Context: an optimization exercise on an open-source flow, tuned for small area and a short achievable clock period. The choices shown serve that exercise and are no tape-out recipe.
Function was not checked in any run shown here: the RTL went through the layout flow alone.
Power and IR drop assume default switching activity.

## flow/design.v (module list and top-level ports; edited modules follow where they fit)
// module iq_comp: 469 lines
// module iq_a21oi: 3 lines
// module iq_a22oi: 3 lines
// module iq_and2: 3 lines
// module iq_buf4: 3 lines
// module iq_fa: 3 lines
// module iq_ha: 3 lines
// module iq_inv: 3 lines
// module iq_mux2i: 3 lines
// module iq_nand2: 3 lines
// module iq_nor2: 3 lines
// module iq_xnor2: 3 lines
// module iq_xor2: 3 lines
// module iq_benc: 14 lines
// module iq_fin: 6 lines
// module iq_wfin: 3 lines
module iq_comp (
	input clk, RESETn,
	input freeze_iqcomp,
	input [1:0] op_mode,
	input [3:0] Ix, Qx,
	input signed [12:0] Wr_in, Wj_in,
	output reg signed [3:0] Iy, Qy,
	output wire settled,
	output reg signed [12:0] Wr, Wj
);
  // ...
==> flow/flow/run.sh <==
#!/bin/bash
# Layout flow: the standard flow, with two changes:
#  - synthesis maps the RTL's leaf modules to the cells given in
#    flow/cells_map.v (via ORFS's SYNTH_CANONICALIZE_TCL hook);
#  - port buffers are buf_2 cells.
set -euo pipefail
here=$(pwd)
export SYNTH_CANONICALIZE_TCL="$here/flow/canon.tcl"
export BUFFER_PORTS_ARGS="-buffer_cell sky130_fd_sc_hd__buf_2"
bash standard.sh > "$here/standard.log" 2>&1
==> flow/flow/canon.tcl <==
# Sourced by ORFS's synthesis canonicalize step (SYNTH_CANONICALIZE_TCL):
# replaces the leaf modules of the RTL by their cell-level views in
# cells_map.v (same functions, as sky130 cells).
set here [file dirname [file normalize [info script]]]
set f [open [file join $here leaf_modules.txt] r]
set leaves [string trim [read $f]]
close $f
foreach m $leaves {
  delete =$m
}
read_verilog [file join $here cells_map.v]
hierarchy -check -top $::env(DESIGN_NAME)
==> flow/flow/leaf_modules.txt <==
iq_a21oi iq_a22oi iq_and2 iq_buf4 iq_fa iq_ha iq_inv iq_mux2i iq_nand2 iq_nor2 iq_xnor2 iq_xor2 iq_benc iq_fin iq_wfin
==> flow/standard.sh <==
#!/bin/bash
# synth_recipe.tcl (not shown) runs the flow's synth.tcl, then flattens the netlist and writes it again
# the make line also repeats each setting of config.mk as NAME=value (left out here)
make -C /OpenROAD-flow-scripts/flow DESIGN_CONFIG=/design/flow/config.mk WORK_HOME=/design/flow/orfs CLKGATE_MAP_FILE= SYNTH_SCRIPT=/design/flow/synth_recipe.tcl "${@:-finish}"
==> flow/config.mk <==
export PLATFORM = sky130hd
export DESIGN_NAME = iq_comp
export DESIGN_NICKNAME = iq_comp
export VERILOG_FILES = /design/flow/design.v
export SDC_FILE = /design/flow/constraint.sdc
export NUM_CORES = 4
export LEC_CHECK = 0
export CAP_MARGIN = 20
export CORE_MARGIN = 2
export CORE_UTILIZATION = 40
export SETUP_SLACK_MARGIN = 3
export SLEW_MARGIN = 20
export SYNTH_HIERARCHICAL = 1
export SYNTH_MINIMUM_KEEP_SIZE = 0
==> flow/constraint.sdc <==
create_clock -name core_clock -period 8.0 [get_ports {clk}]
set_input_delay 1.6000 -clock core_clock [delete_from_list [all_inputs] [get_ports {clk}]]
set_output_delay 1.6000 -clock core_clock [all_outputs]
set_load 0.01 [all_outputs]
Not shown: flow/flow/cells_map.v
==> notes.md, run 1 <==
most common cell after layout, fill and taps aside xor2_1; largest delay contributor family on the critical path adder cells; Crit. Startpoint op_mode[1]; Well Taps 220; total gr overflow 0; switching fraction of total power 49.1%; run status finished clean; Layout fillers 1576; core area 0.0165 mm^2; Final nets 1043; Slew Limit Headroom 37.1%; drt via density 5.52; Hold Path Origin Wj[0]$_DFF_P_; clock sinks 34; placed instance area 0.00746 mm^2; worst r2r dst Wj[12]$_DFF_P_; Buffers on Ports 73; Synth-to-Final Area Change 26.4%; Clock group 194 uW; grt met2 use 37.9%; row count 47; Clk Latency, worst-skew pair 280 ps; Post-DRT Antenna Nets 0; CP Launch Type primary input; Top Layer Used met4; P_int 1.87 mW; VDD IR max 253 uV
==> inputs of run 2 (changes only) <==
--- a/flow/design.v
+++ b/flow/design.v
@@ -335,105 +335,273 @@
 wire tb349, tb350; iq_fa u_tb349 (.a(tb299), .b(tb322), .c(tb323), .s(tb349), .co(tb350));
 wire tb351, tb352; iq_fa u_tb351 (.a(tb301), .b(tb324), .c(tb325), .s(tb351), .co(tb352));
 wire tb353, tb354; iq_fa u_tb353 (.a(tb303), .b(tb326), .c(tb327), .s(tb353), .co(tb354));
 wire tb355, tb356; iq_fa u_tb355 (.a(tb305), .b(tb328), .c(tb329), .s(tb355), .co(tb356));
 wire tb357, tb358; iq_fa u_tb357 (.a(tb307), .b(tb330), .c(tb331), .s(tb357), .co(tb358));
 wire n359; iq_xor2 u_n359 (.a(tb309), .b(n334), .y(n359));
 wire n360; iq_xor2 u_n360 (.a(n359), .b(tb332), .y(n360));
 wire [3:0] Iy_d, Qy_d;
-iq_fin u_fin_i (.A({n289, ta285, ta283, ta281, ta279, ta277, ta275, ta273, ta271, ta269, ta267, ta265, n42}), .B({ta287, ta286, ta284, ta282, ta280, ta278, ta276, ta274, ta272, ta270, ta268, ta266, ta264}), .x(xi), .sel(sel_c), .rn(RESETn), .d(Iy_d));
-iq_fin u_fin_q (.A({n360, tb356, tb354, tb352, tb350, tb348, tb346, tb344, tb342, tb340, tb338, tb336, n94}), .B({tb358, tb357, tb355, tb353, tb351, tb349, tb347, tb345, tb343, tb341, tb339, tb337, tb335}), .x(xq), .sel(sel_c), .rn(RESETn), .d(Qy_d));
+wire selR = sel_c & RESETn;
+wire nselR = ~selR;
+wire [3:0] Iy_d_s = RESETn ? (sel_c ? {xi[3], {3{~xi[3]}}} : xi) : 4'd0;
+wire [3:0] Qy_d_s = RESETn ? (sel_c ? {xq[3], {3{~xq[3]}}} : xq) : 4'd0;
+wire n361; iq_nand2 u_n361 (.a(n42), .b(ta264), .y(n361));
+wire n362; iq_nor2 u_n362 (.a(n42), .b(ta264), .y(n362));
+wire n363; iq_nand2 u_n363 (.a(ta265), .b(ta266), .y(n363));
+wire n364; iq_nor2 u_n364 (.a(ta265), .b(ta266), .y(n364));
+wire n365; iq_nand2 u_n365 (.a(ta267), .b(ta268), .y(n365));
+wire n366; iq_nor2 u_n366 (.a(ta267), .b(ta268), .y(n366));
+wire n367; iq_nand2 u_n367 (.a(ta269), .b(ta270), .y(n367));
+wire n368; iq_nor2 u_n368 (.a(ta269), .b(ta270), .y(n368));
+wire n369; iq_nand2 u_n369 (.a(ta271), .b(ta272), .y(n369));
+wire n370; iq_nor2 u_n370 (.a(ta271), .b(ta272), .y(n370));
+wire n371; iq_nand2 u_n371 (.a(ta273), .b(ta274), .y(n371));
+wire n372; iq_nor2 u_n372 (.a(ta273), .b(ta274), .y(n372));
+wire n373; iq_nand2 u_n373 (.a(ta275), .b(ta276), .y(n373));
+wire n374; iq_nor2 u_n374 (.a(ta275), .b(ta276), .y(n374));
+wire n375; iq_nand2 u_n375 (.a(ta277), .b(ta278), .y(n375));
+wire n376; iq_nor2 u_n376 (.a(ta277), .b(ta278), .y(n376));
+wire n377; iq_nand2 u_n377 (.a(ta279), .b(ta280), .y(n377));
+wire n378; iq_nor2 u_n378 (.a(ta279), .b(ta280), .y(n378));
+wire n379; iq_o21ai u_n379 (.a(n364), .b(n361), .c(n363), .y(n379));
+wire n380; iq_o21ai u_n380 (.a(n368), .b(n365), .c(n367), .y(n380));
+wire n381; iq_nor2 u_n381 (.a(n368), .b(n366), .y(n381));
+wire n382; iq_a21oi u_n382 (.a(n381), .b(n379), .c(n380), .y(n382));
+wire n383; iq_o21ai u_n383 (.a(n372), .b(n369), .c(n371), .y(n383));
+wire n384; iq_nor2 u_n384 (.a(n372), .b(n370), .y(n384));
+wire n385; iq_o21ai u_n385 (.a(n378), .b(n375), .c(n377), .y(n385));
+wire n386; iq_nor2 u_n386 (.a(n378), .b(n376), .y(n386));
+wire n387; iq_inv u_n387 (.a(n373), .y(n387));
+wire n388; iq_inv u_n388 (.a(n374), .y(n388));
+wire n389; iq_a21oi u_n389 (.a(n386), .b(n387), .c(n385), .y(n389));
+wire n390; iq_nand2 u_n390 (.a(n386), .b(n388), .y(n390));
+wire n391; iq_inv u_n391 (.a(n383), .y(n391));
+wire n392; iq_inv u_n392 (.a(n384), .y(n392));
+wire n393; iq_o21ai u_n393 (.a(n390), .b(n391), .c(n389), .y(n393));
+wire n394; iq_nor2 u_n394 (.a(n390), .b(n392), .y(n394));
+wire n395; iq_inv u_n395 (.a(n382), .y(n395));
+wire n396; iq_a21oi u_n396 (.a(n394), .b(n395), .c(n393), .y(n396));
+wire n397; iq_inv u_n397 (.a(n396), .y(n397));
+wire n398; iq_nand2 u_n398 (.a(ta281), .b(ta282), .y(n398));
+wire n399; iq_nor2 u_n399 (.a(ta281), .b(ta282), .y(n399));
+wire n400; iq_nand2 u_n400 (.a(ta283), .b(ta284), .y(n400));
+wire n401; iq_nor2 u_n401 (.a(ta283), .b(ta284), .y(n401));
+wire n402; iq_nand2 u_n402 (.a(ta285), .b(ta286), .y(n402));
+wire n403; iq_nor2 u_n403 (.a(ta285), .b(ta286), .y(n403));
+wire n404; iq_o21ai u_n404 (.a(n403), .b(n400), .c(n402), .y(n404));
+wire n405; iq_nor2 u_n405 (.a(n403), .b(n401), .y(n405));
+wire n406; iq_inv u_n406 (.a(n398), .y(n406));
+wire n407; iq_inv u_n407 (.a(n399), .y(n407));
+wire n408; iq_a21oi u_n408 (.a(n405), .b(n406), .c(n404), .y(n408));
+wire n409; iq_nand2 u_n409 (.a(n405), .b(n407), .y(n409));
+wire n410; iq_inv u_n410 (.a(n408), .y(n410));
+wire n411; iq_inv u_n411 (.a(n409), .y(n411));
+wire n412; iq_a21o u_n412 (.a(n411), .b(n397), .c(n410), .y(n412));
+wire n413; iq_xor2 u_n413 (.a(n289), .b(ta287), .y(n413));
+wire n414; iq_xnor2 u_n414 (.a(xi[3]), .b(n413), .y(n414));
+wire n415; iq_xor2 u_n415 (.a(n414), .b(n412), .y(n415));
+wire fs416, ft417; iq_fa u_fs416 (.a(xi[0]), .b(ta281), .c(ta282), .s(fs416), .co(ft417));
+wire fs418, ft419; iq_fa u_fs418 (.a(xi[1]), .b(ta283), .c(ta284), .s(fs418), .co(ft419));
+wire fs420, ft421; iq_fa u_fs420 (.a(xi[2]), .b(ta285), .c(ta286), .s(fs420), .co(ft421));
+wire n422; iq_xor2 u_n422 (.a(xi[3]), .b(n413), .y(n422));
+wire n423; iq_xor2 u_n423 (.a(fs418), .b(ft417), .y(n423));
+wire n424; iq_xor2 u_n424 (.a(fs420), .b(ft419), .y(n424));
+wire n425; iq_xor2 u_n425 (.a(n422), .b(ft421), .y(n425));
+wire n426; iq_and2 u_n426 (.a(fs418), .b(ft417), .y(n426));
+wire n427; iq_or2 u_n427 (.a(fs418), .b(ft417), .y(n427));
+wire n428; iq_and2 u_n428 (.a(n427), .b(fs416), .y(n428));
+wire n429; iq_and2 u_n429 (.a(fs420), .b(ft419), .y(n429));
+wire n430; iq_or2 u_n430 (.a(fs420), .b(ft419), .y(n430));
+wire n431; iq_a21o u_n431 (.a(n430), .b(n426), .c(n429), .y(n431));
+wire n432; iq_and2 u_n432 (.a(n430), .b(n428), .y(n432));
+wire n433; iq_xor2 u_n433 (.a(fs416), .b(n397), .y(n433));
+wire n434; iq_and2 u_n434 (.a(fs416), .b(n397), .y(n434));
+wire n435; iq_xor2 u_n435 (.a(n423), .b(n434), .y(n435));
+wire n436; iq_a21o u_n436 (.a(n428), .b(n397), .c(n426), .y(n436));
+wire n437; iq_xor2 u_n437 (.a(n424), .b(n436), .y(n437));
+wire n438; iq_a21o u_n438 (.a(n432), .b(n397), .c(n431), .y(n438));
+wire n439; iq_xor2 u_n439 (.a(n425), .b(xi[3]), .y(n439));
+wire n440; iq_xor2 u_n440 (.a(n439), .b(n438), .y(n440));
+wire n441; iq_xor2 u_n441 (.a(n425), .b(n438), .y(n441));
+wire n442; iq_a21o u_n442 (.a(n415), .b(n440), .c(nselR), .y(n442));
+iq_mux2 u_Iy_d_0 (.a0(n433), .a1(Iy_d_s[0]), .s(n442), .y(Iy_d[0]));
+iq_mux2 u_Iy_d_1 (.a0(n435), .a1(Iy_d_s[1]), .s(n442), .y(Iy_d[1]));
+iq_mux2 u_Iy_d_2 (.a0(n437), .a1(Iy_d_s[2]), .s(n442), .y(Iy_d[2]));
+iq_mux2 u_Iy_d_3 (.a0(n441), .a1(Iy_d_s[3]), .s(n442), .y(Iy_d[3]));
+wire n443; iq_nand2 u_n443 (.a(n94), .b(tb335), .y(n443));
+wire n444; iq_nor2 u_n444 (.a(n94), .b(tb335), .y(n444));
+wire n445; iq_nand2 u_n445 (.a(tb336), .b(tb337), .y(n445));
+wire n446; iq_nor2 u_n446 (.a(tb336), .b(tb337), .y(n446));
+wire n447; iq_nand2 u_n447 (.a(tb338), .b(tb339), .y(n447));
+wire n448; iq_nor2 u_n448 (.a(tb338), .b(tb339), .y(n448));
+wire n449; iq_nand2 u_n449 (.a(tb340), .b(tb341), .y(n449));
+wire n450; iq_nor2 u_n450 (.a(tb340), .b(tb341), .y(n450));
+wire n451; iq_nand2 u_n451 (.a(tb342), .b(tb343), .y(n451));
+wire n452; iq_nor2 u_n452 (.a(tb342), .b(tb343), .y(n452));
+wire n453; iq_nand2 u_n453 (.a(tb344), .b(tb345), .y(n453));
+wire n454; iq_nor2 u_n454 (.a(tb344), .b(tb345), .y(n454));
+wire n455; iq_nand2 u_n455 (.a(tb346), .b(tb347), .y(n455));
+wire n456; iq_nor2 u_n456 (.a(tb346), .b(tb347), .y(n456));
+wire n457; iq_nand2 u_n457 (.a(tb348), .b(tb349), .y(n457));
+wire n458; iq_nor2 u_n458 (.a(tb348), .b(tb349), .y(n458));
+wire n459; iq_nand2 u_n459 (.a(tb350), .b(tb351), .y(n459));
+wire n460; iq_nor2 u_n460 (.a(tb350), .b(tb351), .y(n460));
+wire n461; iq_o21ai u_n461 (.a(n446), .b(n443), .c(n445), .y(n461));
+wire n462; iq_o21ai u_n462 (.a(n450), .b(n447), .c(n449), .y(n462));
+wire n463; iq_nor2 u_n463 (.a(n450), .b(n448), .y(n463));
+wire n464; iq_a21oi u_n464 (.a(n463), .b(n461), .c(n462), .y(n464));
+wire n465; iq_o21ai u_n465 (.a(n454), .b(n451), .c(n453), .y(n465));
+wire n466; iq_nor2 u_n466 (.a(n454), .b(n452), .y(n466));
+wire n467; iq_o21ai u_n467 (.a(n460), .b(n457), .c(n459), .y(n467));
+wire n468; iq_nor2 u_n468 (.a(n460), .b(n458), .y(n468));
+wire n469; iq_inv u_n469 (.a(n455), .y(n469));
+wire n470; iq_inv u_n470 (.a(n456), .y(n470));
+wire n471; iq_a21oi u_n471 (.a(n468), .b(n469), .c(n467), .y(n471));
+wire n472; iq_nand2 u_n472 (.a(n468), .b(n470), .y(n472));
+wire n473; iq_inv u_n473 (.a(n465), .y(n473));
+wire n474; iq_inv u_n474 (.a(n466), .y(n474));
+wire n475; iq_o21ai u_n475 (.a(n472), .b(n473), .c(n471), .y(n475));
+wire n476; iq_nor2 u_n476 (.a(n472), .b(n474), .y(n476));
+wire n477; iq_inv u_n477 (.a(n464), .y(n477));
+wire n478; iq_a21oi u_n478 (.a(n476), .b(n477), .c(n475), .y(n478));
+wire n479; iq_inv u_n479 (.a(n478), .y(n479));
+wire n480; iq_nand2 u_n480 (.a(tb352), .b(tb353), .y(n480));
+wire n481; iq_nor2 u_n481 (.a(tb352), .b(tb353), .y(n481));
+wire n482; iq_nand2 u_n482 (.a(tb354), .b(tb355), .y(n482));
+wire n483; iq_nor2 u_n483 (.a(tb354), .b(tb355), .y(n483));
+wire n484; iq_nand2 u_n484 (.a(tb356), .b(tb357), .y(n484));
+wire n485; iq_nor2 u_n485 (.a(tb356), .b(tb357), .y(n485));
+wire n486; iq_o21ai u_n486 (.a(n485), .b(n482), .c(n484), .y(n486));
+wire n487; iq_nor2 u_n487 (.a(n485), .b(n483), .y(n487));
+wire n488; iq_inv u_n488 (.a(n480), .y(n488));
+wire n489; iq_inv u_n489 (.a(n481), .y(n489));
+wire n490; iq_a21oi u_n490 (.a(n487), .b(n488), .c(n486), .y(n490));
+wire n491; iq_nand2 u_n491 (.a(n487), .b(n489), .y(n491));
+wire n492; iq_inv u_n492 (.a(n490), .y(n492));
+wire n493; iq_inv u_n493 (.a(n491), .y(n493));
+wire n494; iq_a21o u_n494 (.a(n493), .b(n479), .c(n492), .y(n494));
+wire n495; iq_xor2 u_n495 (.a(n360), .b(tb358), .y(n495));
+wire n496; iq_xnor2 u_n496 (.a(xq[3]), .b(n495), .y(n496));
+wire n497; iq_xor2 u_n497 (.a(n496), .b(n494), .y(n497));
+wire fs498, ft499; iq_fa u_fs498 (.a(xq[0]), .b(tb352), .c(tb353), .s(fs498), .co(ft499));
+wire fs500, ft501; iq_fa u_fs500 (.a(xq[1]), .b(tb354), .c(tb355), .s(fs500), .co(ft501));
+wire fs502, ft503; iq_fa u_fs502 (.a(xq[2]), .b(tb356), .c(tb357), .s(fs502), .co(ft503));
+wire n504; iq_xor2 u_n504 (.a(xq[3]), .b(n495), .y(n504));
+wire n505; iq_xor2 u_n505 (.a(fs500), .b(ft499), .y(n505));
+wire n506; iq_xor2 u_n506 (.a(fs502), .b(ft501), .y(n506));
+wire n507; iq_xor2 u_n507 (.a(n504), .b(ft503), .y(n507));
+wire n508; iq_and2 u_n508 (.a(fs500), .b(ft499), .y(n508));
+wire n509; iq_or2 u_n509 (.a(fs500), .b(ft499), .y(n509));
+wire n510; iq_and2 u_n510 (.a(n509), .b(fs498), .y(n510));
+wire n511; iq_and2 u_n511 (.a(fs502), .b(ft501), .y(n511));
+wire n512; iq_or2 u_n512 (.a(fs502), .b(ft501), .y(n512));
+wire n513; iq_a21o u_n513 (.a(n512), .b(n508), .c(n511), .y(n513));
+wire n514; iq_and2 u_n514 (.a(n512), .b(n510), .y(n514));
+wire n515; iq_xor2 u_n515 (.a(fs498), .b(n479), .y(n515));
+wire n516; iq_and2 u_n516 (.a(fs498), .b(n479), .y(n516));
+wire n517; iq_xor2 u_n517 (.a(n505), .b(n516), .y(n517));
+wire n518; iq_a21o u_n518 (.a(n510), .b(n479), .c(n508), .y(n518));
+wire n519; iq_xor2 u_n519 (.a(n506), .b(n518), .y(n519));
+wire n520; iq_a21o u_n520 (.a(n514), .b(n479), .c(n513), .y(n520));
+wire n521; iq_xor2 u_n521 (.a(n507), .b(xq[3]), .y(n521));
+wire n522; iq_xor2 u_n522 (.a(n521), .b(n520), .y(n522));
+wire n523; iq_xor2 u_n523 (.a(n507), .b(n520), .y(n523));
+wire n524; iq_a21o u_n524 (.a(n497), .b(n522), .c(nselR), .y(n524));
+iq_mux2 u_Qy_d_0 (.a0(n515), .a1(Qy_d_s[0]), .s(n524), .y(Qy_d[0]));
+iq_mux2 u_Qy_d_1 (.a0(n517), .a1(Qy_d_s[1]), .s(n524), .y(Qy_d[1]));
+iq_mux2 u_Qy_d_2 (.a0(n519), .a1(Qy_d_s[2]), .s(n524), .y(Qy_d[2]));
+iq_mux2 u_Qy_d_3 (.a0(n523), .a1(Qy_d_s[3]), .s(n524), .y(Qy_d[3]));
 wire nbIy2 = ~Iy[2]; wire nbQy2 = ~Qy[2];
-wire n361; iq_and2 u_n361 (.a(Qy[0]), .b(Qy[1]), .y(n361));
-wire n362; iq_and2 u_n362 (.a(Qy[0]), .b(Qy[2]), .y(n362));
-wire n363; iq_and2 u_n363 (.a(Qy[1]), .b(Qy[2]), .y(n363));
-wire n364; iq_nand2 u_n364 (.a(Qy[0]), .b(Qy[3]), .y(n364));
-wire n365; iq_nand2 u_n365 (.a(Qy[1]), .b(Qy[3]), .y(n365));
-wire n366; iq_and2 u_n366 (.a(Qy[3]), .b(nbQy2), .y(n366));
-wire n367; iq_inv u_n367 (.a(Iy[0]), .y(n367));
-wire n368; iq_inv u_n368 (.a(Iy[1]), .y(n368));
-wire n369; iq_nand2 u_n369 (.a(Iy[0]), .b(Iy[1]), .y(n369));
-wire n370; iq_nand2 u_n370 (.a(Iy[0]), .b(Iy[2]), .y(n370));
-wire n371; iq_inv u_n371 (.a(Iy[2]), .y(n371));
-wire n372; iq_nand2 u_n372 (.a(Iy[1]), .b(Iy[2]), .y(n372));
-wire n373; iq_and2 u_n373 (.a(Iy[0]), .b(Iy[3]), .y(n373));
-wire n374; iq_and2 u_n374 (.a(Iy[1]), .b(Iy[3]), .y(n374));
-wire n375; iq_nand2 u_n375 (.a(Iy[3]), .b(nbIy2), .y(n375));
-wire n376; iq_xnor2 u_n376 (.a(Wr[4]), .b(Qy[2]), .y(n376));
-wire n377; iq_nor2 u_n377 (.a(Wr[4]), .b(Qy[2]), .y(n377));
-wire n378; iq_inv u_n378 (.a(n377), .y(n378));
-wire n379; iq_xnor2 u_n379 (.a(Wr[2]), .b(Qy[1]), .y(n379));
-wire n380; iq_nor2 u_n380 (.a(Wr[2]), .b(Qy[1]), .y(n380));
-wire n381; iq_inv u_n381 (.a(n380), .y(n381));
-wire n382; iq_inv u_n382 (.a(Wr[3]), .y(n382));
-wire tr383, tr384; iq_fa u_tr383 (.a(n363), .b(n364), .c(n371), .s(tr383), .co(tr384));
-wire tr385, tr386; iq_ha u_tr385 (.a(n372), .b(n373), .s(tr385), .co(tr386));
-wire tr387, tr388; iq_fa u_tr387 (.a(Wr[5]), .b(n365), .c(n374), .s(tr387), .co(tr388));
-wire n389; iq_inv u_n389 (.a(Wr[6]), .y(n389));
-wire n390; iq_inv u_n390 (.a(Wr[0]), .y(n390));
-wire tr391, tr392; iq_ha u_tr391 (.a(n361), .b(n368), .s(tr391), .co(tr392));
-wire tr393, tr394; iq_fa u_tr393 (.a(n382), .b(n362), .c(n370), .s(tr393), .co(tr394));
-wire tr395, tr396; iq_fa u_tr395 (.a(Wr[3]), .b(n376), .c(tr385), .s(tr395), .co(tr396));
-wire tr397, tr398; iq_fa u_tr397 (.a(n378), .b(tr386), .c(tr384), .s(tr397), .co(tr398));
-wire tr399, tr400; iq_fa u_tr399 (.a(n389), .b(n366), .c(n375), .s(tr399), .co(tr400));
-wire tr401, tr402; iq_ha u_tr401 (.a(n390), .b(Qy[0]), .s(tr401), .co(tr402));
-wire n403; iq_xnor2 u_n403 (.a(Wr[1]), .b(Wr[0]), .y(n403));
-wire n404; iq_nor2 u_n404 (.a(Wr[1]), .b(Wr[0]), .y(n404));
-wire n405; iq_inv u_n405 (.a(n404), .y(n405));
-wire tr406, tr407; iq_fa u_tr406 (.a(n369), .b(n379), .c(tr391), .s(tr406), .co(tr407));
-wire tr408, tr409; iq_fa u_tr408 (.a(n381), .b(tr392), .c(tr393), .s(tr408), .co(tr409));
-wire tr410, tr411; iq_fa u_tr410 (.a(tr394), .b(tr383), .c(tr395), .s(tr410), .co(tr411));
-wire tr412, tr413; iq_fa u_tr412 (.a(tr387), .b(tr396), .c(tr397), .s(tr412), .co(tr413));
-wire tr414, tr415; iq_fa u_tr414 (.a(tr388), .b(tr399), .c(tr398), .s(tr414), .co(tr415));
-wire tr416, tr417; iq_fa u_tr416 (.a(Wr[7]), .b(Wr[6]), .c(tr400), .s(tr416), .co(tr417));
-wire n418; iq_inv u_n418 (.a(Wr[8]), .y(n418));
-wire n419; iq_inv u_n419 (.a(Wr[9]), .y(n419));
-wire n420; iq_inv u_n420 (.a(Wr[10]), .y(n420));
-wire n421; iq_inv u_n421 (.a(Wr[11]), .y(n421));
-wire n422; iq_inv u_n422 (.a(Wr[12]), .y(n422));
-wire n423; iq_nand2 u_n423 (.a(Iy[0]), .b(Qy[0]), .y(n423));
-wire n424; iq_nand2 u_n424 (.a(Iy[0]), .b(Qy[1]), .y(n424));
-wire n425; iq_nand2 u_n425 (.a(Iy[0]), .b(Qy[2]), .y(n425));
-wire n426; iq_and2 u_n426 (.a(Iy[0]), .b(Qy[3]), .y(n426));
-wire n427; iq_nand2 u_n427 (.a(Iy[1]), .b(Qy[0]), .y(n427));
-wire n428; iq_nand2 u_n428 (.a(Iy[1]), .b(Qy[1]), .y(n428));
-wire n429; iq_nand2 u_n429 (.a(Iy[1]), .b(Qy[2]), .y(n429));
-wire n430; iq_and2 u_n430 (.a(Iy[1]), .b(Qy[3]), .y(n430));
-wire n431; iq_nand2 u_n431 (.a(Iy[2]), .b(Qy[0]), .y(n431));
-wire n432; iq_nand2 u_n432 (.a(Iy[2]), .b(Qy[1]), .y(n432));
-wire n433; iq_nand2 u_n433 (.a(Iy[2]), .b(Qy[2]), .y(n433));
-wire n434; iq_and2 u_n434 (.a(Iy[2]), .b(Qy[3]), .y(n434));
-wire n435; iq_and2 u_n435 (.a(Iy[3]), .b(Qy[0]), .y(n435));
-wire n436; iq_and2 u_n436 (.a(Iy[3]), .b(Qy[1]), .y(n436));
-wire n437; iq_and2 u_n437 (.a(Iy[3]), .b(Qy[2]), .y(n437));
-wire n438; iq_nand2 u_n438 (.a(Iy[3]), .b(Qy[3]), .y(n438));
-wire n439; iq_inv u_n439 (.a(Wj[3]), .y(n439));
-wire n440; iq_xnor2 u_n440 (.a(Wj[4]), .b(n426), .y(n440));
-wire n441; iq_nor2 u_n441 (.a(Wj[4]), .b(n426), .y(n441));
-wire n442; iq_inv u_n442 (.a(n441), .y(n442));
-wire tj443, tj444; iq_ha u_tj443 (.a(n429), .b(n432), .s(tj443), .co(tj444));
-wire tj445, tj446; iq_fa u_tj445 (.a(Wj[5]), .b(n430), .c(n433), .s(tj445), .co(tj446));
-wire n447; iq_inv u_n447 (.a(Wj[2]), .y(n447));
-wire tj448, tj449; iq_fa u_tj448 (.a(n439), .b(n425), .c(n428), .s(tj448), .co(tj449));
-wire tj450, tj451; iq_fa u_tj450 (.a(Wj[3]), .b(n435), .c(n440), .s(tj450), .co(tj451));
-wire tj452, tj453; iq_fa u_tj452 (.a(n436), .b(n442), .c(tj444), .s(tj452), .co(tj453));
-wire tj454, tj455; iq_fa u_tj454 (.a(Wj[6]), .b(n434), .c(n437), .s(tj454), .co(tj455));
-wire n456; iq_inv u_n456 (.a(Wj[1]), .y(n456));
-wire tj457, tj458; iq_fa u_tj457 (.a(n447), .b(n424), .c(n427), .s(tj457), .co(tj458));
-wire tj459, tj460; iq_fa u_tj459 (.a(Wj[2]), .b(n431), .c(tj448), .s(tj459), .co(tj460));
-wire tj461, tj462; iq_fa u_tj461 (.a(tj443), .b(tj449), .c(tj450), .s(tj461), .co(tj462));
-wire tj463, tj464; iq_fa u_tj463 (.a(tj445), .b(tj451), .c(tj452), .s(tj463), .co(tj464));
-wire tj465, tj466; iq_fa u_tj465 (.a(tj446), .b(tj454), .c(tj453), .s(tj465), .co(tj466));
-wire tj467, tj468; iq_fa u_tj467 (.a(Wj[7]), .b(n438), .c(tj455), .s(tj467), .co(tj468));
-wire n469; iq_inv u_n469 (.a(Wj[8]), .y(n469));
-wire n470; iq_inv u_n470 (.a(Wj[9]), .y(n470));
-wire n471; iq_inv u_n471 (.a(Wj[10]), .y(n471));
-wire n472; iq_inv u_n472 (.a(Wj[11]), .y(n472));
-wire n473; iq_inv u_n473 (.a(Wj[12]), .y(n473));
+wire n525; iq_and2 u_n525 (.a(Qy[0]), .b(Qy[1]), .y(n525));
+wire n526; iq_and2 u_n526 (.a(Qy[0]), .b(Qy[2]), .y(n526));
+wire n527; iq_and2 u_n527 (.a(Qy[1]), .b(Qy[2]), .y(n527));
+wire n528; iq_nand2 u_n528 (.a(Qy[0]), .b(Qy[3]), .y(n528));
+wire n529; iq_nand2 u_n529 (.a(Qy[1]), .b(Qy[3]), .y(n529));
+wire n530; iq_and2 u_n530 (.a(Qy[3]), .b(nbQy2), .y(n530));
+wire n531; iq_inv u_n531 (.a(Iy[0]), .y(n531));
+wire n532; iq_inv u_n532 (.a(Iy[1]), .y(n532));
+wire n533; iq_nand2 u_n533 (.a(Iy[0]), .b(Iy[1]), .y(n533));
+wire n534; iq_nand2 u_n534 (.a(Iy[0]), .b(Iy[2]), .y(n534));
+wire n535; iq_inv u_n535 (.a(Iy[2]), .y(n535));
+wire n536; iq_nand2 u_n536 (.a(Iy[1]), .b(Iy[2]), .y(n536));
+wire n537; iq_and2 u_n537 (.a(Iy[0]), .b(Iy[3]), .y(n537));
+wire n538; iq_and2 u_n538 (.a(Iy[1]), .b(Iy[3]), .y(n538));
+wire n539; iq_nand2 u_n539 (.a(Iy[3]), .b(nbIy2), .y(n539));
+wire n540; iq_xnor2 u_n540 (.a(Wr[4]), .b(Qy[2]), .y(n540));
+wire n541; iq_nor2 u_n541 (.a(Wr[4]), .b(Qy[2]), .y(n541));
+wire n542; iq_inv u_n542 (.a(n541), .y(n542));
+wire n543; iq_xnor2 u_n543 (.a(Wr[2]), .b(Qy[1]), .y(n543));
+wire n544; iq_nor2 u_n544 (.a(Wr[2]), .b(Qy[1]), .y(n544));
+wire n545; iq_inv u_n545 (.a(n544), .y(n545));
+wire n546; iq_inv u_n546 (.a(Wr[3]), .y(n546));
+wire tr547, tr548; iq_fa u_tr547 (.a(n527), .b(n528), .c(n535), .s(tr547), .co(tr548));
+wire tr549, tr550; iq_ha u_tr549 (.a(n536), .b(n537), .s(tr549), .co(tr550));
+wire tr551, tr552; iq_fa u_tr551 (.a(Wr[5]), .b(n529), .c(n538), .s(tr551), .co(tr552));
+wire n553; iq_inv u_n553 (.a(Wr[6]), .y(n553));
+wire n554; iq_inv u_n554 (.a(Wr[0]), .y(n554));
+wire tr555, tr556; iq_ha u_tr555 (.a(n525), .b(n532), .s(tr555), .co(tr556));
+wire tr557, tr558; iq_fa u_tr557 (.a(n546), .b(n526), .c(n534), .s(tr557), .co(tr558));
+wire tr559, tr560; iq_fa u_tr559 (.a(Wr[3]), .b(n540), .c(tr549), .s(tr559), .co(tr560));
+wire tr561, tr562; iq_fa u_tr561 (.a(n542), .b(tr550), .c(tr548), .s(tr561), .co(tr562));
+wire tr563, tr564; iq_fa u_tr563 (.a(n553), .b(n530), .c(n539), .s(tr563), .co(tr564));
+wire tr565, tr566; iq_ha u_tr565 (.a(n554), .b(Qy[0]), .s(tr565), .co(tr566));
+wire n567; iq_xnor2 u_n567 (.a(Wr[1]), .b(Wr[0]), .y(n567));
+wire n568; iq_nor2 u_n568 (.a(Wr[1]), .b(Wr[0]), .y(n568));
+wire n569; iq_inv u_n569 (.a(n568), .y(n569));
+wire tr570, tr571; iq_fa u_tr570 (.a(n533), .b(n543), .c(tr555), .s(tr570), .co(tr571));
+wire tr572, tr573; iq_fa u_tr572 (.a(n545), .b(tr556), .c(tr557), .s(tr572), .co(tr573));
+wire tr574, tr575; iq_fa u_tr574 (.a(tr558), .b(tr547), .c(tr559), .s(tr574), .co(tr575));
+wire tr576, tr577; iq_fa u_tr576 (.a(tr551), .b(tr560), .c(tr561), .s(tr576), .co(tr577));
+wire tr578, tr579; iq_fa u_tr578 (.a(tr552), .b(tr563), .c(tr562), .s(tr578), .co(tr579));
+wire tr580, tr581; iq_fa u_tr580 (.a(Wr[7]), .b(Wr[6]), .c(tr564), .s(tr580), .co(tr581));
+wire n582; iq_inv u_n582 (.a(Wr[8]), .y(n582));
+wire n583; iq_inv u_n583 (.a(Wr[9]), .y(n583));
+wire n584; iq_inv u_n584 (.a(Wr[10]), .y(n584));
+wire n585; iq_inv u_n585 (.a(Wr[11]), .y(n585));
+wire n586; iq_inv u_n586 (.a(Wr[12]), .y(n586));
+wire n587; iq_nand2 u_n587 (.a(Iy[0]), .b(Qy[0]), .y(n587));
+wire n588; iq_nand2 u_n588 (.a(Iy[0]), .b(Qy[1]), .y(n588));
+wire n589; iq_nand2 u_n589 (.a(Iy[0]), .b(Qy[2]), .y(n589));
+wire n590; iq_and2 u_n590 (.a(Iy[0]), .b(Qy[3]), .y(n590));
+wire n591; iq_nand2 u_n591 (.a(Iy[1]), .b(Qy[0]), .y(n591));
+wire n592; iq_nand2 u_n592 (.a(Iy[1]), .b(Qy[1]), .y(n592));
+wire n593; iq_nand2 u_n593 (.a(Iy[1]), .b(Qy[2]), .y(n593));
+wire n594; iq_and2 u_n594 (.a(Iy[1]), .b(Qy[3]), .y(n594));
+wire n595; iq_nand2 u_n595 (.a(Iy[2]), .b(Qy[0]), .y(n595));
+wire n596; iq_nand2 u_n596 (.a(Iy[2]), .b(Qy[1]), .y(n596));
+wire n597; iq_nand2 u_n597 (.a(Iy[2]), .b(Qy[2]), .y(n597));
+wire n598; iq_and2 u_n598 (.a(Iy[2]), .b(Qy[3]), .y(n598));
+wire n599; iq_and2 u_n599 (.a(Iy[3]), .b(Qy[0]), .y(n599));
+wire n600; iq_and2 u_n600 (.a(Iy[3]), .b(Qy[1]), .y(n600));
+wire n601; iq_and2 u_n601 (.a(Iy[3]), .b(Qy[2]), .y(n601));
+wire n602; iq_nand2 u_n602 (.a(Iy[3]), .b(Qy[3]), .y(n602));
+wire n603; iq_inv u_n603 (.a(Wj[3]), .y(n603));
+wire n604; iq_xnor2 u_n604 (.a(Wj[4]), .b(n590), .y(n604));
+wire n605; iq_nor2 u_n605 (.a(Wj[4]), .b(n590), .y(n605));
+wire n606; iq_inv u_n606 (.a(n605), .y(n606));
+wire tj607, tj608; iq_ha u_tj607 (.a(n593), .b(n596), .s(tj607), .co(tj608));
+wire tj609, tj610; iq_fa u_tj609 (.a(Wj[5]), .b(n594), .c(n597), .s(tj609), .co(tj610));
+wire n611; iq_inv u_n611 (.a(Wj[2]), .y(n611));
+wire tj612, tj613; iq_fa u_tj612 (.a(n603), .b(n589), .c(n592), .s(tj612), .co(tj613));
+wire tj614, tj615; iq_fa u_tj614 (.a(Wj[3]), .b(n599), .c(n604), .s(tj614), .co(tj615));
+wire tj616, tj617; iq_fa u_tj616 (.a(n600), .b(n606), .c(tj608), .s(tj616), .co(tj617));
+wire tj618, tj619; iq_fa u_tj618 (.a(Wj[6]), .b(n598), .c(n601), .s(tj618), .co(tj619));
+wire n620; iq_inv u_n620 (.a(Wj[1]), .y(n620));
+wire tj621, tj622; iq_fa u_tj621 (.a(n611), .b(n588), .c(n591), .s(tj621), .co(tj622));
+wire tj623, tj624; iq_fa u_tj623 (.a(Wj[2]), .b(n595), .c(tj612), .s(tj623), .co(tj624));
+wire tj625, tj626; iq_fa u_tj625 (.a(tj607), .b(tj613), .c(tj614), .s(tj625), .co(tj626));
+wire tj627, tj628; iq_fa u_tj627 (.a(tj609), .b(tj615), .c(tj616), .s(tj627), .co(tj628));
+wire tj629, tj630; iq_fa u_tj629 (.a(tj610), .b(tj618), .c(tj617), .s(tj629), .co(tj630));
+wire tj631, tj632; iq_fa u_tj631 (.a(Wj[7]), .b(n602), .c(tj619), .s(tj631), .co(tj632));
+wire n633; iq_inv u_n633 (.a(Wj[8]), .y(n633));
+wire n634; iq_inv u_n634 (.a(Wj[9]), .y(n634));
+wire n635; iq_inv u_n635 (.a(Wj[10]), .y(n635));
+wire n636; iq_inv u_n636 (.a(Wj[11]), .y(n636));
+wire n637; iq_inv u_n637 (.a(Wj[12]), .y(n637));
 wire [12:0] Wr_d, Wj_d;
 wire nkeep = ~keep;
 wire [12:0] hr, hj;
 iq_nor2 u_hr_0 (.a(nur[0]), .b(nkeep), .y(hr[0]));
 iq_nor2 u_hj_0 (.a(nuj[0]), .b(nkeep), .y(hj[0]));
 iq_nor2 u_hr_1 (.a(nur[1]), .b(nkeep), .y(hr[1]));
 iq_nor2 u_hj_1 (.a(nuj[1]), .b(nkeep), .y(hj[1]));
 iq_nor2 u_hr_2 (.a(nur[2]), .b(nkeep), .y(hr[2]));
@@ -453,25 +621,28 @@
 iq_nor2 u_hr_9 (.a(nur[9]), .b(nkeep), .y(hr[9]));
 iq_nor2 u_hj_9 (.a(nuj[9]), .b(nkeep), .y(hj[9]));
 iq_nor2 u_hr_10 (.a(nur[10]), .b(nkeep), .y(hr[10]));
 iq_nor2 u_hj_10 (.a(nuj[10]), .b(nkeep), .y(hj[10]));
 iq_nor2 u_hr_11 (.a(nur[11]), .b(nkeep), .y(hr[11]));
 iq_nor2 u_hj_11 (.a(nuj[11]), .b(nkeep), .y(hj[11]));
 iq_nor2 u_hr_12 (.a(nur[12]), .b(nkeep), .y(hr[12]));
 iq_nor2 u_hj_12 (.a(nuj[12]), .b(nkeep), .y(hj[12]));
-iq_wfin u_wfin_r (.A({Wr[11], Wr[10], Wr[9], Wr[8], n418, tr416, tr414, tr411, tr409, tr407, n405, n403, n367}), .B({n422, n421, n420, n419, tr417, tr415, tr413, tr412, tr410, tr408, tr406, tr402, tr401}), .h(hr), .upd(upd), .d(Wr_d));
-iq_wfin u_wfin_j (.A({Wj[11], Wj[10], Wj[9], Wj[8], n469, tj467, tj465, tj462, tj460, tj458, Wj[1], n456, Wj[0]}), .B({n473, n472, n471, n470, tj468, tj466, tj464, tj463, tj461, tj459, tj457, n423, 1'b0}), .h(hj), .upd(upd), .d(Wj_d));
+iq_wfin u_wfin_r (.A({Wr[11], Wr[10], Wr[9], Wr[8], n582, tr580, tr578, tr575, tr573, tr571, n569, n567, n531}), .B({n586, n585, n584, n583, tr581, tr579, tr577, tr576, tr574, tr572, tr570, tr566, tr565}), .h(hr), .upd(upd), .d(Wr_d));
+iq_wfin u_wfin_j (.A({Wj[11], Wj[10], Wj[9], Wj[8], n633, tj631, tj629, tj626, tj624, tj622, Wj[1], n620, Wj[0]}), .B({n637, n636, n635, n634, tj632, tj630, tj628, tj627, tj625, tj623, tj621, n587, 1'b0}), .h(hj), .upd(upd), .d(Wj_d));
 always @(posedge clk) begin
 	Iy <= Iy_d;
 	Qy <= Qy_d;
 	Wr <= Wr_d;
 	Wj <= Wj_d;
 end
 endmodule
+module iq_a21o (input a, b, c, output y);
+assign y = (a & b) | c;
+endmodule
 module iq_a21oi (input a, b, c, output y);
 assign y = ~((a & b) | c);
 endmodule
 module iq_a22oi (input a, b, c, d, output y);
 assign y = ~((a & b) | (c & d));
 endmodule
 module iq_and2 (input a, b, output y);
 assign y = a & b;
@@ -483,25 +654,34 @@
 assign {co, s} = a + b + c;
 endmodule
 module iq_ha (input a, b, output s, co);
 assign {co, s} = a + b;
 endmodule
 module iq_inv (input a, output y);
 assign y = ~a;
 endmodule
+module iq_mux2 (input a0, a1, s, output y);
+assign y = s ? a1 : a0;
+endmodule
 module iq_mux2i (input a0, a1, s, output y);
 assign y = ~(s ? a1 : a0);
 endmodule
 module iq_nand2 (input a, b, output y);
 assign y = ~(a & b);
 endmodule
 module iq_nor2 (input a, b, output y);
 assign y = ~(a | b);
 endmodule
+module iq_o21ai (input a, b, c, output y);
+assign y = ~((a | b) & c);
+endmodule
+module iq_or2 (input a, b, output y);
+assign y = a | b;
+endmodule
 module iq_xnor2 (input a, b, output y);
 assign y = ~(a ^ b);
 endmodule
 module iq_xor2 (input a, b, output y);
 assign y = a ^ b;
 endmodule
 module iq_benc (input [3:0] x, output [11:0] e);
 assign e[0]  = x[0];
@@ -512,17 +692,11 @@
 assign e[5]  = ~x[1];
 assign e[6]  = x[1] ^ x[2];
 assign e[7]  = (x[3] & ~x[2] & ~x[1]) | (~x[3] & x[2] & x[1]);
 assign e[8]  = x[3] & ~(x[2] & x[1]);
 assign e[9]  = x[3] | (~x[2] & ~x[1]);
 assign e[10] = ~x[3] & (x[2] | x[1]);
 assign e[11] = ~x[3] | (x[2] & x[1]);
 endmodule
-module iq_fin (input [12:0] A, B, input [3:0] x, input sel, rn, output [3:0] d);
-wire [12:0] s = A + B;
-wire [4:0] t = {x[3], x} + {s[12], s[12:9]};
-wire [3:0] c = (t[4] != t[3]) ? {t[4], {3{~t[4]}}} : t[3:0];
-assign d = rn ? (sel ? c : x) : 4'd0;
-endmodule
 module iq_wfin (input [12:0] A, B, h, input upd, output [12:0] d);
 assign d = upd ? A + B : h;
 endmodule
--- a/flow/flow/cells_map.v
+++ b/flow/flow/cells_map.v
@@ -1,9 +1,13 @@
-// Generated by gen/gen4.py: cell-level views of the leaf modules of rtl/iq_comp.v
+// Generated by gen/gen5.py: cell-level views of the leaf modules of rtl/iq_comp.v
+
+module iq_a21o (input a, b, c, output y);
+sky130_fd_sc_hd__a21o_1 g (.A1(a), .A2(b), .B1(c), .X(y));
+endmodule
 
 module iq_a21oi (input a, b, c, output y);
 sky130_fd_sc_hd__a21oi_1 g (.A1(a), .A2(b), .B1(c), .Y(y));
 endmodule
 
 module iq_a22oi (input a, b, c, d, output y);
 sky130_fd_sc_hd__a22oi_1 g (.A1(a), .A2(b), .B1(c), .B2(d), .Y(y));
 endmodule
@@ -23,28 +27,40 @@
 module iq_ha (input a, b, output s, co);
 sky130_fd_sc_hd__ha_1 g (.A(a), .B(b), .SUM(s), .COUT(co));
 endmodule
 
 module iq_inv (input a, output y);
 sky130_fd_sc_hd__inv_1 g (.A(a), .Y(y));
 endmodule
 
+module iq_mux2 (input a0, a1, s, output y);
+sky130_fd_sc_hd__mux2_1 g (.A0(a0), .A1(a1), .S(s), .X(y));
+endmodule
+
 module iq_mux2i (input a0, a1, s, output y);
 sky130_fd_sc_hd__mux2i_1 g (.A0(a0), .A1(a1), .S(s), .Y(y));
 endmodule
 
 module iq_nand2 (input a, b, output y);
 sky130_fd_sc_hd__nand2_1 g (.A(a), .B(b), .Y(y));
 endmodule
 
 module iq_nor2 (input a, b, output y);
 sky130_fd_sc_hd__nor2_1 g (.A(a), .B(b), .Y(y));
 endmodule
 
+module iq_o21ai (input a, b, c, output y);
+sky130_fd_sc_hd__o21ai_0 g (.A1(a), .A2(b), .B1(c), .Y(y));
+endmodule
+
+module iq_or2 (input a, b, output y);
+sky130_fd_sc_hd__or2_1 g (.A(a), .B(b), .X(y));
+endmodule
+
 module iq_xnor2 (input a, b, output y);
 sky130_fd_sc_hd__xnor2_1 g (.A(a), .B(b), .Y(y));
 endmodule
 
 module iq_xor2 (input a, b, output y);
 sky130_fd_sc_hd__xor2_1 g (.A(a), .B(b), .X(y));
 endmodule
 
@@ -123,425 +139,16 @@
     .B(x[0]),
     .Y(e[1])
   );
   assign { e[2], e[0] } = x[1:0];
 endmodule
 
 
 
-module iq_fin(A, B, x, sel, rn, d);
-  input [12:0] A;
-  wire [12:0] A;
-  input [12:0] B;
-  wire [12:0] B;
-  input [3:0] x;
-  wire [3:0] x;
-  input sel;
-  wire sel;
-  input rn;
-  wire rn;
-  output [3:0] d;
-  wire [3:0] d;
-  wire _000_;
-  wire _001_;
-  wire _002_;
-  wire _003_;
-  wire _004_;
-  wire _005_;
-  wire _006_;
-  wire _007_;
-  wire _008_;
-  wire _009_;
-  wire _010_;
-  wire _011_;
-  wire _012_;
-  wire _013_;
-  wire _014_;
-  wire _015_;
-  wire _016_;
-  wire _017_;
-  wire _018_;
-  wire _019_;
-  wire _020_;
-  wire _021_;
-  wire _022_;
-  wire _023_;
-  wire _024_;
-  wire _025_;
-  wire _026_;
-  wire _027_;
-  wire _028_;
-  wire _029_;
-  wire _030_;
-  wire _031_;
-  wire _032_;
-  wire _033_;
-  wire _034_;
-  wire _035_;
-  wire _036_;
-  wire _037_;
-  wire _038_;
-  wire _039_;
-  wire _040_;
-  wire _041_;
-  wire _042_;
-  wire _043_;
-  wire _044_;
-  wire _045_;
-  wire _046_;
-  wire _047_;
-  wire _048_;
-  wire _049_;
-  wire _050_;
-  wire _051_;
-  wire _052_;
-  wire _053_;
-  sky130_fd_sc_hd__clkinv_1 _054_ (
-    .A(x[1]),
-    .Y(_000_)
-  );
-  sky130_fd_sc_hd__nand2_1 _055_ (
-    .A(A[10]),
-    .B(B[10]),
-    .Y(_001_)
-  );
-  sky130_fd_sc_hd__xor2_1 _056_ (
-    .A(A[10]),
-    .B(B[10]),
-    .X(_002_)
-  );
-  sky130_fd_sc_hd__and2_0 _057_ (
-    .A(A[9]),
-    .B(B[9]),
-    .X(_003_)
-  );
-  sky130_fd_sc_hd__xnor2_1 _058_ (
-    .A(A[9]),
-    .B(B[9]),
-    .Y(_004_)
-  );
-  sky130_fd_sc_hd__nor2_1 _059_ (
-    .A(A[8]),
-    .B(B[8]),
-    .Y(_005_)
-  );
-  sky130_fd_sc_hd__o211ai_1 _060_ (
-    .A1(A[1]),
-    .A2(B[1]),
-    .B1(A[0]),
-    .C1(B[0]),
-    .Y(_006_)
-  );
-  sky130_fd_sc_hd__a22oi_1 _061_ (
-    .A1(A[2]),
-    .A2(B[2]),
-    .B1(A[1]),
-    .B2(B[1]),
-    .Y(_007_)
-  );
-  sky130_fd_sc_hd__o22ai_1 _062_ (
-    .A1(A[2]),
-    .A2(B[2]),
-    .B1(A[3]),
-    .B2(B[3]),
-    .Y(_008_)
-  );
-  sky130_fd_sc_hd__a21o_1 _063_ (
-    .A1(_006_),
-    .A2(_007_),
-    .B1(_008_),
-    .X(_009_)
-  );
-  sky130_fd_sc_hd__a22oi_1 _064_ (
-    .A1(A[3]),
-    .A2(B[3]),
-    .B1(A[4]),
-    .B2(B[4]),
-    .Y(_010_)
-  );
-  sky130_fd_sc_hd__o22ai_1 _065_ (
-    .A1(A[4]),
-    .A2(B[4]),
-    .B1(A[5]),
-    .B2(B[5]),
-    .Y(_011_)
-  );
-  sky130_fd_sc_hd__a21oi_1 _066_ (
-    .A1(_009_),
-    .A2(_010_),
-    .B1(_011_),
-    .Y(_012_)
-  );
-  sky130_fd_sc_hd__a22o_1 _067_ (
-    .A1(A[6]),
-    .A2(B[6]),
-    .B1(A[5]),
-    .B2(B[5]),
-    .X(_013_)
-  );
-  sky130_fd_sc_hd__o22a_1 _068_ (
-    .A1(A[6]),
-    .A2(B[6]),
-    .B1(A[7]),
-    .B2(B[7]),
-    .X(_014_)
-  );
-  sky130_fd_sc_hd__o21ai_0 _069_ (
-    .A1(_012_),
-    .A2(_013_),
-    .B1(_014_),
-    .Y(_015_)
-  );
-  sky130_fd_sc_hd__nand2_1 _070_ (
-    .A(A[8]),
-    .B(B[8]),
-    .Y(_016_)
-  );
-  sky130_fd_sc_hd__nand2_1 _071_ (
-    .A(A[7]),
-    .B(B[7]),
-    .Y(_017_)
-  );
-  sky130_fd_sc_hd__a31oi_1 _072_ (
-    .A1(_015_),
-    .A2(_016_),
-    .A3(_017_),
-    .B1(_005_),
-    .Y(_018_)
-  );
-  sky130_fd_sc_hd__a311oi_1 _073_ (
-    .A1(_015_),
-    .A2(_016_),
-    .A3(_017_),
-    .B1(_005_),
-    .C1(_004_),
-    .Y(_019_)
-  );
-  sky130_fd_sc_hd__nor2_1 _074_ (
-    .A(_003_),
-    .B(_019_),
-    .Y(_020_)
-  );
-  sky130_fd_sc_hd__o21ai_0 _075_ (
-    .A1(_003_),
-    .A2(_019_),
-    .B1(_002_),
-    .Y(_021_)
-  );
-  sky130_fd_sc_hd__nand2_1 _076_ (
-    .A(_001_),
-    .B(_021_),
-    .Y(_022_)
-  );
-  sky130_fd_sc_hd__nand2_1 _077_ (
-    .A(A[11]),
-    .B(B[11]),
-    .Y(_023_)
-  );
-  sky130_fd_sc_hd__nor2_1 _078_ (
-    .A(A[11]),
-    .B(B[11]),
-    .Y(_024_)
-  );
-  sky130_fd_sc_hd__xor2_1 _079_ (
-    .A(A[11]),
-    .B(B[11]),
-    .X(_025_)
-  );
-  sky130_fd_sc_hd__and3_1 _080_ (
-    .A(_001_),
-    .B(_021_),
-    .C(_025_),
-    .X(_026_)
-  );
-  sky130_fd_sc_hd__a21oi_1 _081_ (
-    .A1(_001_),
-    .A2(_021_),
-    .B1(_025_),
-    .Y(_027_)
-  );
-  sky130_fd_sc_hd__o21ai_0 _082_ (
-    .A1(_026_),
-    .A2(_027_),
-    .B1(x[2]),
-    .Y(_028_)
-  );
-  sky130_fd_sc_hd__xor2_1 _083_ (
-    .A(_002_),
-    .B(_020_),
-    .X(_029_)
-  );
-  sky130_fd_sc_hd__xnor2_1 _084_ (
-    .A(_004_),
-    .B(_018_),
-    .Y(_030_)
-  );
-  sky130_fd_sc_hd__nand2_1 _085_ (
-    .A(x[0]),
-    .B(_030_),
-    .Y(_031_)
-  );
-  sky130_fd_sc_hd__xnor2_1 _086_ (
-    .A(x[1]),
-    .B(_029_),
-    .Y(_032_)
-  );
-  sky130_fd_sc_hd__maj3_1 _087_ (
-    .A(_000_),
-    .B(_029_),
-    .C(_031_),
-    .X(_033_)
-  );
-  sky130_fd_sc_hd__xnor3_1 _088_ (
-    .A(x[2]),
-    .B(_022_),
-    .C(_025_),
-    .X(_034_)
-  );
-  sky130_fd_sc_hd__nor2_1 _089_ (
-    .A(_033_),
-    .B(_034_),
-    .Y(_035_)
-  );
-  sky130_fd_sc_hd__o21ai_0 _090_ (
-    .A1(_033_),
-    .A2(_034_),
-    .B1(_028_),
-    .Y(_036_)
-  );
-  sky130_fd_sc_hd__a31oi_1 _091_ (
-    .A1(_001_),
-    .A2(_021_),
-    .A3(_023_),
-    .B1(_024_),
-    .Y(_037_)
-  );
-  sky130_fd_sc_hd__xnor2_1 _092_ (
-    .A(A[12]),
-    .B(B[12]),
-    .Y(_038_)
-  );
-  sky130_fd_sc_hd__xnor2_1 _093_ (
-    .A(_037_),
-    .B(_038_),
-    .Y(_039_)
-  );
-  sky130_fd_sc_hd__nor2_1 _094_ (
-    .A(x[3]),
-    .B(_039_),
-    .Y(_040_)
-  );
-  sky130_fd_sc_hd__nand2_1 _095_ (
-    .A(_036_),
-    .B(_040_),
-    .Y(_041_)
-  );
-  sky130_fd_sc_hd__nand2_1 _096_ (
-    .A(x[3]),
-    .B(_039_),
-    .Y(_042_)
-  );
-  sky130_fd_sc_hd__o2111ai_1 _097_ (
-    .A1(_033_),
-    .A2(_034_),
-    .B1(_039_),
-    .C1(_028_),
-    .D1(x[3]),
-    .Y(_043_)
-  );
-  sky130_fd_sc_hd__nand2_1 _098_ (
-    .A(_033_),
-    .B(_034_),
-    .Y(_044_)
-  );
-  sky130_fd_sc_hd__nand3b_1 _099_ (
-    .A_N(_035_),
-    .B(_043_),
-    .C(_044_),
-    .Y(_045_)
-  );
-  sky130_fd_sc_hd__o21ai_0 _100_ (
-    .A1(x[2]),
-    .A2(sel),
-    .B1(rn),
-    .Y(_046_)
-  );
-  sky130_fd_sc_hd__a31oi_1 _101_ (
-    .A1(sel),
-    .A2(_041_),
-    .A3(_045_),
-    .B1(_046_),
-    .Y(d[2])
-  );
-  sky130_fd_sc_hd__xnor2_1 _102_ (
-    .A(_031_),
-    .B(_032_),
-    .Y(_047_)
-  );
-  sky130_fd_sc_hd__nand2_1 _103_ (
-    .A(_043_),
-    .B(_047_),
-    .Y(_048_)
-  );
-  sky130_fd_sc_hd__o21ai_0 _104_ (
-    .A1(x[1]),
-    .A2(sel),
-    .B1(rn),
-    .Y(_049_)
-  );
-  sky130_fd_sc_hd__a31oi_1 _105_ (
-    .A1(sel),
-    .A2(_041_),
-    .A3(_048_),
-    .B1(_049_),
-    .Y(d[1])
-  );
-  sky130_fd_sc_hd__or2_0 _106_ (
-    .A(x[0]),
-    .B(_030_),
-    .X(_050_)
-  );
-  sky130_fd_sc_hd__nand3_1 _107_ (
-    .A(_031_),
-    .B(_043_),
-    .C(_050_),
-    .Y(_051_)
-  );
-  sky130_fd_sc_hd__o21ai_0 _108_ (
-    .A1(x[0]),
-    .A2(sel),
-    .B1(rn),
-    .Y(_052_)
-  );
-  sky130_fd_sc_hd__a31oi_1 _109_ (
-    .A1(sel),
-    .A2(_041_),
-    .A3(_051_),
-    .B1(_052_),
-    .Y(d[0])
-  );
-  sky130_fd_sc_hd__o211ai_1 _110_ (
-    .A1(_036_),
-    .A2(_040_),
-    .B1(_042_),
-    .C1(sel),
-    .Y(_053_)
-  );
-  sky130_fd_sc_hd__o211a_1 _111_ (
-    .A1(x[3]),
-    .A2(sel),
-    .B1(_053_),
-    .C1(rn),
-    .X(d[3])
-  );
-endmodule
-
-
-
 module iq_wfin(A, B, h, upd, d);
   input [12:0] A;
   wire [12:0] A;
   input [12:0] B;
   wire [12:0] B;
   input [12:0] h;
   wire [12:0] h;
   input upd;
==> flow/flow/leaf_modules.txt (replaced) <==
iq_a21o iq_a21oi iq_a22oi iq_and2 iq_buf4 iq_fa iq_ha iq_inv iq_mux2 iq_mux2i iq_nand2 iq_nor2 iq_o21ai iq_or2 iq_xnor2 iq_xor2 iq_benc iq_wfin
==> flow/config.mk (replaced) <==
export PLATFORM = sky130hd
export DESIGN_NAME = iq_comp
export DESIGN_NICKNAME = iq_comp
export VERILOG_FILES = /design/flow/design.v
export SDC_FILE = /design/flow/constraint.sdc
export NUM_CORES = 4
export LEC_CHECK = 0
export CAP_MARGIN = 20
export CORE_MARGIN = 2
export CORE_UTILIZATION = 40
export SLEW_MARGIN = 20
export SYNTH_HIERARCHICAL = 1
export SYNTH_MINIMUM_KEEP_SIZE = 0
==> run 2 against run 1 <==
Fmax is 12% lower. Still clean on timing, DRC and antenna. Sequential share of layout area is 0.59 points higher. Highest routed layer unchanged. Global-route usage is 3.5 points lower. Via count is 5.5% lower. Cell count is 0.62% higher. Clock power is 5% higher. Worst hold slack worse by 14 ps. Combinational power is 17% lower. Register-to-register slack worse by 170 ps. Setup slack worse by 810 ps.
==> notes.md, run 2 <==
run status finished clean (unchanged); HP Class register to register (unchanged); Syn Inst Count 838 (was 773); Max Cap Violations 0 (unchanged); Hold WS 628 ps (was 642 ps); Global Route Usage Sum 19.5% (was 23.0%); Clk Latency, worst-skew pair 290 ps (was 280 ps); final WL 18100 um (was 20500 um); Worst Setup Path Type primary input to register (unchanged); Buffers on Ports 73 (unchanged); Avg Cell Area, Syn 8.43 um^2 (was 8.64 um^2); Ys Warns 7 (unchanged); FF-to-FF setup slack 3010 ps (was 3180 ps); VDD IR max 248 uV (was 253 uV); Final Hold Vio Count 0 (unchanged); Slew Limit Headroom 31.7% (was 37.1%); mean routed wirelength per cell 15.9 um (was 18.1 um); # H-tree levels 2 (unchanged); CTS tree done (unchanged); Final TNS setup 0 ps (unchanged); fin crit share 83.1% (was 72.9%); First DRT Iteration DRCs 296 (was 464); DRT Pass-1 Iters 5 (unchanged); DR vias 5897 (was 6242); n_diodes 0 (unchanged); min cycle time layout 6650 ps (was 5830 ps); core area 0.0173 mm^2 (was 0.0165 mm^2); Clock Path Buffers 2 (unchanged); pwr/cell area 401 mW/mm^2 (was 435 mW/mm^2); Worst-path clk slew 50 ps (was 60 ps); most common cell after layout, fill and taps aside xor2_1 (unchanged); Post-CTS Hold Buffers 0 (unchanged); RSZ-0062 raised after global routing false (was true); initial antenna violation count 0 (unchanged); CP Capture Type register (unchanged); Ports 74 (unchanged); Critical Path RT 8160 ps (was 8200 ps); Synth-to-Final Area Change 10.7% (was 26.4%); root buffer cell clkbuf_16 (unchanged); Die X 137 um (was 133 um); Synth Cell Area 0.00707 mm^2 (was 0.00668 mm^2); Final nets 1050 (was 1043); Post-DRT Antenna Nets 0 (unchanged); CTS buffer count 5 (unchanged); first-pass GRT wire length 29300 um (was 33000 um); largest net degree at the start of global routing 53 (unchanged); number of global-route vias before repair 5697 (was 6250); total gr overflow 0 (unchanged); multi-input logic area 0.00595 mm^2 (was 0.00599 mm^2); measured slew at the worst slew-check pin 996 ps (was 944 ps); CP Max Fanout 15 (was 5); DP HPWL 13600 um (was 14200 um); row count 48 (was 47); fraction of layout cells with a size suffix above 1 12.6% (was 24.3%); FF/Latch Area 681 um^2 (was 684 um^2); clk_skew 14.8 ps (was 4.77 ps); Fmax 150 MHz (was 171 MHz); most frequent cells in the layout xor2_1, nor2_1, a22oi_1 (was xor2_1, a22oi_1, nor2_1); CP Launch Type primary input (unchanged); drt via density 5.19 (was 5.52); Die Span Y 137 um (was 133 um); Final Wtd Congestion 0.801 (was 0.833); post-cts sizing count 0 (was 30); Initial Util 40.9% (was 40.6%); Static Leak 3.48 nW (was 3.56 nW); clock sinks 34 (unchanged); postcts setup bufs 0 (was 51); largest registers Wj: 13 flops, Wr: 13 flops (unchanged); Die ar. 0.0187 mm^2 (was 0.0177 mm^2); Layout fillers 1743 (was 1576); Worst EP arrival 6810 ps (was 6040 ps); Slew Limit Fails 0 (unchanged); # DRC 0 (unchanged); setup violators final 0 (unchanged)
[run 2: path summary, 6_finish.rpt]
check / endpoint / start / depth (start not counted)
setup / recovery: Qy[3]$_DFF_P_ / op_mode[1] / 18
hold / removal: Wj[0]$_DFF_P_ / Wj[0]$_DFF_P_ / 2
setup reg to reg: Wr[12]$_DFF_P_ / Iy[1]$_DFF_P_ / 13
hold reg to reg: Wj[0]$_DFF_P_ / Wj[0]$_DFF_P_ / 2
[run 2: layout make-up]
cell class,count,share of cell area [%]
inverter,56,2.69
timing repair buffer,97,7.13
tap,225,3.60
multi-input combinational,717,76.0
clock inverter,1,0.0639
sequential,34,8.70
clock buffer,7,1.82
[run 2: report_power, final]
group          internal [mW]  switching [mW]
sequential             0.206          0.0783
combinational           1.26            1.39
clock                  0.124          0.0792
[run 2: through the flow]
| step | setup WS [ps] | power [mW] | cell area (um^2) | std cells | util (%) |
|---|---|---|---|---|---|
| floorplan | 1980 | 2.46 | 7070 | 839 | - |
| global placement | 1140 | 2.89 | 7660 | 1128 | 44.3 |
| detailed placement | 1100 | 2.93 | 7660 | 1128 | 44.3 |
| CTS | 1370 | 3.15 | 7800 | 1136 | 45.1 |
| global route | 1020 | 3.52 | 7830 | 1137 | 45.2 |
| finish | 1350 | 3.14 | 7830 | 1137 | 45.2 |
[run 2: worst max-delay path, cell delays in order]
cell and delay (ps):
buf_2 100, inv_1 50, ha_2 410, buf_4 350
mux2i_1 790, a22oi_1 190, xor2_1 210, ha_1 300
fa_1 390, fa_1 470, fa_1 520, or2_1 230
and2_1 140, and2_1 150, a21o_1 180, xor2_1 140
a21o_1 230, mux2_1 320
[run 2: per-layer routing]
| metal | GRT usage, % | wire [um] |
|---|---|---|
| met1 | 28.3 | 8710 |
| met2 | 31.7 | 8600 |
| met3 | 2.00 | 604 |
| met4 | 3.15 | 170 |
| met5 | 0 | 0 |

afterwards: timing with drivers on the ports:
Ports are ideal in the flow. The routed layouts listed here were re-timed in OpenROAD. Step 1, drivers: a clkbuf_16 drives clk and a buf_2 each remaining input, both assumed. Step 2 adds t to the input delays and takes it off the output delays; t is the mean of the earliest and latest rising clock arrival at the registers after step 1. Input paths then give back, and output paths get back, about the clock's delay inside the block. Three values: ideal ports, drivers, drivers and shift; two values: the first two.
| run | t, ns | setup WS [ns] | latest minus earliest clock arrival (ns) |
|---|---|---|---|
| run 1 | 0.319 | 2.167 / 2.160 / 1.841 | 0.004 / 0.005 |
| run 2 | 0.323 | 1.353 / 1.375 / 1.052 | 0.015 / 0.015 |
After both steps setup and hold are still met in every run listed. The setup slack of run 1, which loses most, moves by -0.007 ns with the drivers and by -0.326 ns with both steps.
